Source: an optimization exercise on an open RTL-to-GDS flow (aim: small area). Production flows keep margins and buffers that such runs may drop. In this exercise RTL edits were held to simulation tests only and were not proved equivalent to the original. No driver is modelled on the clock port, so clocking that relies on it looks cheaper here than on a real chip. Power and IR drop assume default switching activity.

==> inputs of trial 31 <==
## dual_axis_servo_uart_v5
module dual_axis_servo_uart_v5(
    input clk50mhz,
    input rst,
    input uart_rx,
    output reg servo_x,
    output reg servo_y1,
    output servo_y2
);
==> module dual_axis_servo_uart_v5, before the edit <==
module dual_axis_servo_uart_v5(
    input clk50mhz,
    input rst,
    input uart_rx,
    output reg servo_x,
    output reg servo_y1,
    output servo_y2
);
    reg [12:0] baud;
    reg [8:0]  sr;           
    reg        receiving;
    reg        axis_y;
    reg [7:0]  x_target, y_target;
    reg [7:0]  x_np, y_np;      
    wire [7:0] x_pos = x_np ^ 8'd245, y_pos = y_np ^ 8'd114;
    reg [14:0] sm;           
    reg [7:0]  r;            
    reg [11:0] q;            
    wire tick_b = baud[0] & ~baud[1] & baud[3] & ~baud[4] & ~baud[6] & ~baud[7] & baud[8] & ~baud[9] & ~baud[10] & baud[11] & ~baud[12];
    wire data_ready = ~receiving & baud[1];
    always @(posedge clk50mhz) begin
        if (rst)
            receiving <= 0;
        else if (!receiving)
            receiving <= ~uart_rx;
        else if (tick_b & sr[0])
            receiving <= 0;
    end
    always @(posedge clk50mhz) begin
        if (rst | ~receiving) begin
            baud <= 13'd3045;
            sr <= 9'h100;
        end else if (tick_b) begin
            baud <= 13'd871;
            sr <= {uart_rx, sr[8:1]};
        end else
            baud <= {baud[11:0], ~(baud[12] ^ baud[0])};
    end
    always @(posedge clk50mhz) begin
        if (rst) begin
            x_target <= 8'd192;
            y_target <= 8'd192;
            axis_y <= 0;
        end else if (data_ready) begin
            if (!axis_y) x_target <= sr[7:0];
            else y_target <= sr[7:0];
            axis_y <= ~axis_y;
        end
    end
    wire tick_s = sm[0] & sm[1] & sm[2] & sm[3] & sm[4] & sm[5] & sm[6] & sm[8] & sm[10] & sm[12] & sm[14];
    always @(posedge clk50mhz) begin
        if (rst | tick_s) sm <= 15'd15592;
        else sm <= {sm[13:0], ~(sm[14] ^ sm[13])};
    end
    wire [8:0] xlt, xgt, ylt, ygt;      
    wire [8:0] xc, yc;
    assign xlt[0] = 1'b0; assign xgt[0] = 1'b0;
    assign ylt[0] = 1'b0; assign ygt[0] = 1'b0;
    genvar i;
    generate for (i = 0; i < 8; i = i + 1) begin : g_cmp
        assign xlt[i+1] = (~x_pos[i] & x_target[i]) | (~(x_pos[i] ^ x_target[i]) & xlt[i]);
        assign xgt[i+1] = (x_pos[i] & ~x_target[i]) | (~(x_pos[i] ^ x_target[i]) & xgt[i]);
        assign ylt[i+1] = (~y_pos[i] & y_target[i]) | (~(y_pos[i] ^ y_target[i]) & ylt[i]);
        assign ygt[i+1] = (y_pos[i] & ~y_target[i]) | (~(y_pos[i] ^ y_target[i]) & ygt[i]);
    end endgenerate
    assign xc[0] = tick_s & (xlt[8] | xgt[8]);
    assign yc[0] = tick_s & (ylt[8] | ygt[8]);
    generate for (i = 0; i < 8; i = i + 1) begin : g_ud
        assign xc[i+1] = xc[i] & (x_pos[i] ^ xgt[8]);
        assign yc[i+1] = yc[i] & (y_pos[i] ^ ygt[8]);
    end endgenerate
    always @(posedge clk50mhz) begin
        if (rst) begin
            x_np <= 8'd192 ^ 8'd245;
            y_np <= 8'd192 ^ 8'd114;
        end else begin
            x_np <= x_np ^ xc[7:0];
            y_np <= y_np ^ yc[7:0];
        end
    end
    wire r_wrap = r[1] & r[2] & r[3] & r[4] & r[5] & r[6] & r[7];
    wire r_end = r[0] & r[1] & r[2] & ~r[3] & ~r[5] & ~r[6] & r[7];
    wire end_frame = q[11] & q[10] & q[9] & q[8] & q[7] & q[6] & q[3] & r_end;    
    wire lo = ~q[11] & ~q[10] & ~q[9];                                             
    wire [12:0] qc;
    assign qc[0] = r_wrap;
    generate for (i = 0; i < 12; i = i + 1) begin : g_q
        assign qc[i+1] = qc[i] & q[i];
    end endgenerate
    always @(posedge clk50mhz) begin
        if (rst | end_frame) begin
            r <= 8'd61;
            q <= 0;
        end else begin
            r <= (r_wrap & lo) ? 8'd74 : {r[6:0], ~(r[7] ^ r[5] ^ r[4] ^ r[3])};
            q <= q ^ qc[11:0];
        end
    end
    wire [8:0] xo, yo;
    assign xo[0] = 1'b0; assign yo[0] = 1'b0;
    generate for (i = 0; i < 8; i = i + 1) begin : g_pwm
        assign xo[i+1] = (~q[i] & x_pos[i]) | (~(q[i] ^ x_pos[i]) & xo[i]);
        assign yo[i+1] = (~q[i] & y_pos[i]) | (~(q[i] ^ y_pos[i]) & yo[i]);
    end endgenerate
    always @(posedge clk50mhz) begin
        if (rst) begin
            servo_x <= 0;
            servo_y1 <= 0;
        end else begin
            servo_x  <= lo & (~q[8] | xo[8]);
            servo_y1 <= lo & (~q[8] | yo[8]);
        end
    end
    assign servo_y2 = servo_y1;
endmodule
export LEC_CHECK = 0
export CAP_MARGIN = 0
export CORE_ASPECT_RATIO = 2.0
export CORE_MARGIN = 2
export CORE_UTILIZATION = 80
export GPL_TIMING_DRIVEN = 0
export PLACE_DENSITY = 0.85
export SLEW_MARGIN = 0
create_clock -name core_clock -period 20.0 [get_ports {clk50mhz}]
standard.sh (not shown) runs the stock make flow with config.mk's settings and CLKGATE_MAP_FILE= SYNTH_SCRIPT=/design/flow/synth_recipe.tcl, a recipe that flattens the netlist after the stock synthesis.
==> flow/flow/run.sh <==
#!/bin/bash
# Own layout flow:
#  1. the standard synthesis (standard.sh synth), unchanged;
#  2. the combinational logic between its registers is re-mapped by ABC with
#     a few area-oriented scripts, run side by side; the smallest netlist that
#     passes yosys's mapped-design check is kept (the registers, their names
#     and their cell types are left as the standard synthesis made them);
#  3. the standard layout steps from that netlist, with CTS told not to
#     add dummy loads and to use clkbuf_4, after which the clock buffers that
#     drive many sinks are upsized (flow/post_cts.tcl); port buffers are buf_1.
# Each tool writes its full output to a log file of its own in this folder.
set -euo pipefail
R=orfs/results/${FLOW_PLATFORM}/dual_axis_servo_uart_v5/base
LIB=${FLOW_HOME}/platforms/${FLOW_PLATFORM}/lib/sky130_fd_sc_hd__tt_025C_1v80.lib
HERE=$(pwd)

bash standard.sh synth > std_synth.log 2>&1
cp ${R}/1_2_yosys.v std_1_2_yosys.v

i=0
while IFS= read -r S; do
  [ -z "$S" ] && continue
  i=$((i+1))
  mkdir -p resyn${i}
  echo "$S" > resyn${i}/script.abc
  sed -e "s#@LIB@#${LIB}#g" -e "s#@IN@#${HERE}/std_1_2_yosys.v#" \
      -e "s#@OUT@#${HERE}/resyn${i}/out.v#" -e "s#@ABC@#${HERE}/resyn${i}/script.abc#" \
      -e "s#@STAT@#${HERE}/resyn${i}/stat.txt#" flow/resynth.ys > resyn${i}/resynth.ys
  (yosys -s resyn${i}/resynth.ys > resyn${i}.log 2>&1 || true) &
done < flow/abc_scripts.txt
wait

best=""; best_area=""
for d in resyn*/; do
  d=${d%/}
  [ -f ${d}/out.v ] && [ -f ${d}/stat.txt ] || continue
  a=$(grep 'Chip area' ${d}/stat.txt | awk '{print $NF}' || true)
  [ -n "$a" ] || continue
  if [ -z "$best" ] || awk -v a="$a" -v b="$best_area" 'BEGIN{exit !(a < b)}'; then
    best=$d; best_area=$a
  fi
done
echo "standard synthesis: $(grep 'Chip area' orfs/reports/${FLOW_PLATFORM}/dual_axis_servo_uart_v5/base/synth_stat.txt | awk '{print $NF}' || true)" > resyn_choice.log
for d in resyn*/; do echo "${d%/}: $(grep 'Chip area' ${d}stat.txt 2>/dev/null | awk '{print $NF}' || true)" >> resyn_choice.log; done
if [ -n "$best" ]; then
  echo "kept: $best ($best_area)" >> resyn_choice.log
  cp ${best}/out.v ${R}/1_2_yosys.v
  rm -f ${R}/1_synth.odb ${R}/1_synth.sdc
  bash standard.sh synth > odb.log 2>&1
else
  echo "kept: standard synthesis" >> resyn_choice.log
fi

bash standard.sh \
  "CTS_ARGS=-sink_clustering_enable -repair_clock_nets -dont_use_dummy_load -buf_list sky130_fd_sc_hd__clkbuf_4" \
  "POST_CTS_TCL=${HERE}/flow/post_cts.tcl" \
  "BUFFER_PORTS_ARGS=-buffer_cell sky130_fd_sc_hd__buf_1" \
  finish > layout.log 2>&1
==> flow/flow/abc_scripts.txt <==
strash; &get -n; &deepsyn -T 60; &nf -R 1000; &put
strash; &get -n; &deepsyn -T 60 -S 3; &nf -R 1000; &put
strash; &get -n; &deepsyn -T 60; &put; dch -f; map -a; strash; dc2; dch -f; &get -n; &nf -R 1000; &put
strash; &get -n; &deepsyn -T 60 -S 7; &put; dch -f; amap
==> flow/flow/post_cts.tcl <==
# Upsize the clock buffers that drive many sinks, so that every flip-flop
# clock pin keeps a fast slew; the others stay small.
set resized 0
foreach inst [get_cells *] {
  if { [get_property $inst ref_name] == "sky130_fd_sc_hd__clkbuf_4" } {
    set out [get_pins -of_objects $inst -filter "direction == output"]
    set net [get_nets -of_objects $out]
    set n [llength [get_pins -of_objects $net -filter "direction == input"]]
    if { $n >= 11 } {
      replace_cell $inst sky130_fd_sc_hd__buf_6
      incr resized
    }
  }
}
puts "post_cts: resized $resized clock buffers"
if { $resized > 0 } {
  detailed_placement
  check_placement -verbose
}
==> flow/flow/resynth.ys <==
# Re-map the combinational logic of the standard synthesis's netlist.
# Liberty cells are read with their functions; the flip-flop cells are kept as
# black boxes, so the registers keep their instances, names and cell types.
read_liberty -ignore_miss_func @LIB@
blackbox sky130_fd_sc_hd__df* sky130_fd_sc_hd__edf* sky130_fd_sc_hd__sdf* sky130_fd_sc_hd__sedf* sky130_fd_sc_hd__dl*
read_verilog @IN@
hierarchy -top dual_axis_servo_uart_v5
flatten
opt -purge
abc -liberty @LIB@ -dont_use *probe* -dont_use *lpflow* -script @ABC@
opt_clean -purge
hilomap -singleton -hicell sky130_fd_sc_hd__conb_1 HI -locell sky130_fd_sc_hd__conb_1 LO
insbuf -buf sky130_fd_sc_hd__buf_1 A X
read_liberty -lib @LIB@
tee -o @STAT@ stat -liberty @LIB@
check -assert -mapped
write_verilog -noattr -nohex -nodec @OUT@
==> inputs of build 15, as changes to trial 31 <==
--- a/flow/design.v
+++ b/flow/design.v
@@ -14,5 +14,5 @@
     reg [7:0]  x_target, y_target;
     reg [7:0]  x_np, y_np;      
-    wire [7:0] x_pos = x_np ^ 8'd245, y_pos = y_np ^ 8'd114;
+    wire [7:0] x_pos = ~x_np, y_pos = ~y_np;
     reg [14:0] sm;           
     reg [7:0]  r;            
@@ -73,6 +73,6 @@
     always @(posedge clk50mhz) begin
         if (rst) begin
-            x_np <= 8'd192 ^ 8'd245;
-            y_np <= 8'd192 ^ 8'd114;
+            x_np <= ~8'd192;
+            y_np <= ~8'd192;
         end else begin
             x_np <= x_np ^ xc[7:0];
==> flow/flow/abc_scripts.txt (replaced) <==
strash; &get -n; &deepsyn -T 60; &nf -R 1000; &put
strash; &get -n; &deepsyn -T 60; &put; dch -f; map -a; strash; dc2; dch -f; &get -n; &nf -R 1000; &put
strash; &get -n; &deepsyn -T 60 -S 7; &put; dch -f; amap
strash; dc2; dch -f; map -a; strash; dc2; dch -f; &get -n; &nf -R 1000; &put
--- a/flow/flow/post_cts.tcl
+++ b/flow/flow/post_cts.tcl
@@ -7,6 +7,6 @@
     set net [get_nets -of_objects $out]
     set n [llength [get_pins -of_objects $net -filter "direction == input"]]
-    if { $n >= 11 } {
-      replace_cell $inst sky130_fd_sc_hd__buf_6
+    if { $n >= 10 } {
+      replace_cell $inst sky130_fd_sc_hd__clkbuf_8
       incr resized
     }
--- a/flow/flow/resynth.ys
+++ b/flow/flow/resynth.ys
@@ -11,5 +11,5 @@
 opt_clean -purge
 hilomap -singleton -hicell sky130_fd_sc_hd__conb_1 HI -locell sky130_fd_sc_hd__conb_1 LO
-insbuf -buf sky130_fd_sc_hd__buf_1 A X
+insbuf -buf sky130_fd_sc_hd__buf_4 A X
 read_liberty -lib @LIB@
 tee -o @STAT@ stat -liberty @LIB@
CELL_PAD_IN_SITES_DETAIL_PLACEMENT = 0   (was not set)
CELL_PAD_IN_SITES_GLOBAL_PLACEMENT = 0   (was not set)
CORE_ASPECT_RATIO = not set   (was 2.0)
CORE_UTILIZATION = 88   (was 80)
PLACE_DENSITY = 0.95   (was 0.85)
==> inputs of build 76, as changes to trial 31 <==
--- a/flow/design.v
+++ b/flow/design.v
@@ -14,8 +14,8 @@
     reg [7:0]  x_target, y_target;
     reg [7:0]  x_np, y_np;      
-    wire [7:0] x_pos = x_np ^ 8'd245, y_pos = y_np ^ 8'd114;
+    wire [7:0] x_pos = ~x_np, y_pos = ~y_np;
     reg [14:0] sm;           
     reg [7:0]  r;            
-    reg [11:0] q;            
+    reg [12:0] q;
     wire tick_b = baud[0] & ~baud[1] & baud[3] & ~baud[4] & ~baud[6] & ~baud[7] & baud[8] & ~baud[9] & ~baud[10] & baud[11] & ~baud[12];
     wire data_ready = ~receiving & baud[1];
@@ -73,6 +73,6 @@
     always @(posedge clk50mhz) begin
         if (rst) begin
-            x_np <= 8'd192 ^ 8'd245;
-            y_np <= 8'd192 ^ 8'd114;
+            x_np <= ~8'd192;
+            y_np <= ~8'd192;
         end else begin
             x_np <= x_np ^ xc[7:0];
@@ -80,20 +80,19 @@
         end
     end
-    wire r_wrap = r[1] & r[2] & r[3] & r[4] & r[5] & r[6] & r[7];
-    wire r_end = r[0] & r[1] & r[2] & ~r[3] & ~r[5] & ~r[6] & r[7];
-    wire end_frame = q[11] & q[10] & q[9] & q[8] & q[7] & q[6] & q[3] & r_end;    
-    wire lo = ~q[11] & ~q[10] & ~q[9];                                             
-    wire [12:0] qc;
+    wire r_wrap = r[0] & r[1] & r[2] & r[3] & r[5] & r[6];
+    wire r_end = r[0] & r[1] & ~r[2] & r[4] & ~r[5] & r[6];
+    wire end_frame = q[12] & q[9] & q[8] & q[7] & q[6] & q[5] & q[3] & q[2] & q[1] & r_end;
+    wire [13:0] qc;
     assign qc[0] = r_wrap;
-    generate for (i = 0; i < 12; i = i + 1) begin : g_q
+    generate for (i = 0; i < 13; i = i + 1) begin : g_q
         assign qc[i+1] = qc[i] & q[i];
     end endgenerate
     always @(posedge clk50mhz) begin
         if (rst | end_frame) begin
-            r <= 8'd61;
+            r <= 8'd204;
             q <= 0;
         end else begin
-            r <= (r_wrap & lo) ? 8'd74 : {r[6:0], ~(r[7] ^ r[5] ^ r[4] ^ r[3])};
-            q <= q ^ qc[11:0];
+            r <= r_wrap ? 8'd77 : {r[6:0], ~(r[7] ^ r[2])};
+            q <= q ^ qc[12:0];
         end
     end
@@ -104,4 +103,5 @@
         assign yo[i+1] = (~q[i] & y_pos[i]) | (~(q[i] ^ y_pos[i]) & yo[i]);
     end endgenerate
+    wire lo = (q[12:9] == 0);
     always @(posedge clk50mhz) begin
         if (rst) begin
==> flow/flow/abc_scripts.txt (replaced) <==
strash; &get -n; &deepsyn -T 60; &nf -R 1000; &put
strash; &get -n; &deepsyn -T 60; &put; dch -f; map -a; strash; dc2; dch -f; &get -n; &nf -R 1000; &put
strash; &get -n; &deepsyn -T 60 -S 7; &put; dch -f; amap
strash; dc2; dch -f; map -a; strash; dc2; dch -f; &get -n; &nf -R 1000; &put
--- a/flow/flow/post_cts.tcl
+++ b/flow/flow/post_cts.tcl
@@ -7,6 +7,6 @@
     set net [get_nets -of_objects $out]
     set n [llength [get_pins -of_objects $net -filter "direction == input"]]
-    if { $n >= 11 } {
-      replace_cell $inst sky130_fd_sc_hd__buf_6
+    if { $n >= 12 } {
+      replace_cell $inst sky130_fd_sc_hd__clkbuf_8
       incr resized
     }
--- a/flow/flow/resynth.ys
+++ b/flow/flow/resynth.ys
@@ -11,5 +11,5 @@
 opt_clean -purge
 hilomap -singleton -hicell sky130_fd_sc_hd__conb_1 HI -locell sky130_fd_sc_hd__conb_1 LO
-insbuf -buf sky130_fd_sc_hd__buf_1 A X
+insbuf -buf sky130_fd_sc_hd__buf_4 A X
 read_liberty -lib @LIB@
 tee -o @STAT@ stat -liberty @LIB@
CORE_ASPECT_RATIO = not set   (was 2.0)
==> impl_results.md <==
- Status: no timing/DRC/antenna violations
- Setup crit start kind: primary input
- Fill cells: approximately 240
- VDD IR max: 77.9 uV
- Max-slew violations: 0
- Clock-pin slew on the worst setup and hold paths: 0.09 ns
- Worst Hold Class: flop to flop
- Crit path to: sr[8]$_SDFFE_PP1P_
- Synth Cell Area: 3490 um2
- Hold Crit Start: sm[11]$_SDFF_PP1_
- Main power group: sequential cells
- Crit path required time: 20.27 ns
- Final setup TNS: 0 ns
- Slew at the pin closest to its max-slew limit: 1.19 ns
The numbers above come from build 76.

==> impl_results.md <==
- Status: aborted with a tool error
- Stop stage: global placement without I/O
- Run Error: [ERROR GPL-0301] Utilization 106.167 % exceeds 100%.
- Post-Syn Instances: between 300 and 400
- Initial Util: 0.929
- Synth Cell Area: 3480 um2
- Die X: approximately 67 um
- Mean Syn Cell Area: 9.53 um2
- Yosys warns: 1
- Die H: 66.9 um
- Syn_nets: between 300 and 400
- Core Rows: 22
The numbers above come from build 15.

==> impl_results.md <==
- Status: no timing/DRC/antenna violations
- Clock-pin slew on the worst setup and hold paths: around 0.090 ns
- Main power group: sequential cells
- Setup crit start kind: primary input
- Worst Hold Class: flop to flop
- Crit path to: q[1]$_SDFF_PP0_
- Crit path required time: 20.26 ns
- Hold Crit Start: sm[11]$_SDFF_PP1_
- Final setup TNS: 0 ns
- Synth Cell Area: 3460 um2
The numbers above come from trial 31.

## static timing again, ports no longer ideal
The flow's constraints put no driver on any port. The routed layouts listed below were extracted and timed again, unchanged, in two steps.
Step 1 assumes that a clkbuf_16 drives the clock port and a buf_2 every other input.
Step 2 also shifts input and output timing later by t, the mid clock arrival at the registers, as if the neighbouring blocks saw the same clock.
Three values: ideal ports, drivers, drivers and shift; two values: the first two.
| run | t, ns | setup slack, ns | cell pins on the clock port's net |
|---|---|---|---|
| trial 31 | 0.435 | 13.398 / 13.393 / 12.958 | 1 |
| build 76 | 0.441 | 14.065 / 14.072 / 13.632 | 1 |
After both steps setup and hold are still met in every run listed. The setup slack of trial 31, which loses most, moves by -0.005 ns with the drivers and by -0.440 ns with both steps.
